Background: an optimization exercise with open tools, aiming at small area. Do not read the settings as production practice. The RTL was checked by simulation tests, not by an equivalence proof against the original design.

==> v7: inputs <==
// alu_exec_top
module alu_exec_top (
    input  logic        clk,
    input  logic        rst,             
    input  logic [31:0] immediate,
    input  logic [31:0] operandA,
    input  logic [31:0] operandB,
    input  logic [1:0]  sourceSelect,
    input  logic [1:0]  aluControl,
    output logic [31:0] result,
    output logic [1:0]  compareResult,
    output logic        overflow
);
logic [31:0] imm_q, opa_q, opb_q;
logic [1:0]  sel_q, ctl_q;
logic [31:0] selA, selB;
logic [31:0] alu_result;
logic [1:0]  alu_compare;
logic        alu_overflow;
always_ff @(posedge clk) begin
    if (rst) begin
        imm_q <= 32'h0;
        opa_q <= 32'h0;
        opb_q <= 32'h0;
        sel_q <= 2'b00;
        ctl_q <= 2'b00;
    end else begin
        imm_q <= immediate;
        opa_q <= operandA;
        opb_q <= operandB;
        sel_q <= sourceSelect;
        ctl_q <= aluControl;
    end
end
ALUSourceSelect aluss (
    .immediate(imm_q),
    .operandA(opa_q),
    .operandB(opb_q),
    .sourceSelect(sel_q),
    .resultA(selA),
    .resultB(selB)
);
ALU alu (
    .operandA(selA),
    .operandB(selB),
    .aluControl(ctl_q),
    .result(alu_result),
    .compareResult(alu_compare),
    .overflow(alu_overflow)
);
always_ff @(posedge clk) begin
    if (rst) begin
        result        <= 32'h0;
        overflow      <= 1'b0;
        compareResult <= 2'b00;
    end else if (ctl_q == 2'b10) begin
        compareResult <= alu_compare;
    end else begin
        result        <= alu_result;
        overflow      <= alu_overflow;
    end
end
endmodule
==> flow/config.mk <==
export PLATFORM = sky130hd
export DESIGN_NAME = alu_exec_top
export DESIGN_NICKNAME = alu_exec_top
export VERILOG_FILES = /design/flow/design.v
export SDC_FILE = /design/flow/constraint.sdc
export NUM_CORES = 4
export LEC_CHECK = 0
export CAP_MARGIN = 10
export CORE_MARGIN = 2
export CORE_UTILIZATION = 60
export CTS_BUF_LIST = sky130_fd_sc_hd__clkbuf_8 sky130_fd_sc_hd__clkbuf_16
export SLEW_MARGIN = 10
==> flow/constraint.sdc <==
create_clock -name core_clock -period 9.0 [get_ports {clk}]
set_input_delay 1.8000 -clock core_clock [delete_from_list [all_inputs] [get_ports {clk}]]
set_output_delay 1.8000 -clock core_clock [all_outputs]
set_load 0.01 [all_outputs]
standard.sh (not shown) runs the stock make flow with config.mk's settings and CLKGATE_MAP_FILE= SYNTH_SCRIPT=/design/flow/synth_recipe.tcl, a recipe that flattens the netlist after the stock synthesis.
==> flow/flow/run.sh <==
#!/bin/bash
# Own layout flow: the standard ORFS flow (standard.sh) with these changes:
#  - Yosys's synth runs without its quick "abc -fast" pre-mapping (SYNTH_ARGS=-noabc),
#    so the full adders that extract_fa finds keep the polarity the RTL gives them and
#    need no inverters between them;
#  - the final ABC mapping uses flow/abc_area_nf.script (one area-recovering &nf
#    mapping pass) instead of ORFS's abc_speed.script; flow/synth_abc.tcl is
#    synth_recipe.tcl with that one substitution;
#  - ports are buffered with sky130_fd_sc_hd__buf_1 instead of the delay buffer
#    buffer_ports picks by default.
# Each step's full output goes to a log file in the folder this runs in.
set -euo pipefail
W=$PWD
bash standard.sh SYNTH_ARGS=-noabc SYNTH_SCRIPT=$W/flow/synth_abc.tcl \
  ABC_SCRIPT_OVERRIDE=$W/flow/abc_area_nf.script \
  "BUFFER_PORTS_ARGS=-buffer_cell sky130_fd_sc_hd__buf_1" finish > flow_make.log 2>&1
==> flow/flow/abc_area_nf.script <==
&get -n
&st
&dch
&nf -p -R 1000
&put
buffer -c
topo
stime -c
upsize -c
dnsize -c
==> flow/flow/synth_abc.tcl <==
# The standard synthesis script (synth_recipe.tcl), with the final ABC mapping
# run with the script named by ABC_SCRIPT_OVERRIDE instead of ORFS's abc_speed.script.
proc synth {args} { yosys synth -nofsm -noshare {*}$args }
proc abc {args} {
  set i [lsearch -exact $args -script]
  if { $i >= 0 && [info exists ::env(ABC_SCRIPT_OVERRIDE)] } {
    lset args [expr { $i + 1 }] $::env(ABC_SCRIPT_OVERRIDE)
  }
  yosys abc {*}$args
}
source $::env(SCRIPTS_DIR)/synth.tcl
# left out here: clear keep_hierarchy, flatten, clean up, hide names made inside functions, write 1_2_yosys.v
==> inputs of v13, as changes to v7 <==
--- a/flow/flow/run.sh
+++ b/flow/flow/run.sh
@@ -7,4 +7,6 @@
 #    mapping pass) instead of ORFS's abc_speed.script; flow/synth_abc.tcl is
 #    synth_recipe.tcl with that one substitution;
+#  - after global routing, ORFS's power recovery (RECOVER_POWER=100) downsizes gates
+#    on paths with positive slack;
 #  - ports are buffered with sky130_fd_sc_hd__buf_1 instead of the delay buffer
 #    buffer_ports picks by default.
@@ -14,3 +16,3 @@
 bash standard.sh SYNTH_ARGS=-noabc SYNTH_SCRIPT=$W/flow/synth_abc.tcl \
   ABC_SCRIPT_OVERRIDE=$W/flow/abc_area_nf.script \
-  "BUFFER_PORTS_ARGS=-buffer_cell sky130_fd_sc_hd__buf_1" finish > flow_make.log 2>&1
+  "BUFFER_PORTS_ARGS=-buffer_cell sky130_fd_sc_hd__buf_1" RECOVER_POWER=100 finish > flow_make.log 2>&1
==> impl_metrics.yaml <==
setup_path:
  reg2reg_depth: 25
  arrival_ns: 8.73
run_status:
  status: "failed layout checks"
  violations: "max-capacitance violations, max-slew violations"
timing:
  slew_violations: 49
  worstMarginPinSlew_ns: 1.73
  slew_headroom: -0.156
finish:
  multi_input_area_share: 0.723
  mostFrequentLayoutCells: "xor2_1 (244), a22oi_1 (217), fa_1 (216), buf_1 (135), dfxtp_1 (134)"
run:
  cap_violations: 1
drt:
  dr_wl_met2_um: 20800
-- figures above: v13

==> impl_metrics.yaml <==
drt:
  dr_wl_met2_um: 20900
setup_path:
  reg2reg_depth: 26
  start_kind: "flip-flop"
finish:
  multi_input_area_share: 0.723
  mostFrequentLayoutCells: "xor2_1 (243), a22oi_1 (217), fa_1 (216), buf_1 (135), dfxtp_1 (134)"
power_and_ir_drop:
  cellInternalPower_mw: 1.62
timing:
  slew_headroom: 0.273
  worstMarginPinSlew_ns: 1.08
  slew_violations: 0
run:
  cap_violations: 0
run_status:
  status: "complete, no violations"
worst_hold_path:
  worstHoldPathCells: 2
grt:
  grt-busiest-layer: "met2"
-- figures above: v7

what the ideal ports hide:
How much do the figures lean on ideal ports? The routed layouts below were timed once more, with nothing changed but the port constraints.
Step 1 (the two cells are an assumption about what drives the block):
set clk [get_ports {clk}]
set_driving_cell -lib_cell sky130_fd_sc_hd__clkbuf_16 $clk
set_driving_cell -lib_cell sky130_fd_sc_hd__buf_2 [delete_from_list [all_inputs] $clk]
Step 2 also shifts input and output timing later by t, the mid clock arrival at the registers, as if the neighbouring blocks saw the same clock.
Slacks: ideal / step 1 / step 2; pairs: ideal / step 1.
| run | shift t [ns] | setup WS [ns] | hold slack, ns | worst slew at a driven data input, ns |
|---|---|---|---|---|
| v7 | 0.477 | 0.601 / 0.601 / 0.601 | 0.476 / 0.476 / 0.476 | 0.03 |
| v13 | 0.477 | 0.566 / 0.566 / 0.566 | 0.476 / 0.476 / 0.476 | 0.03 |
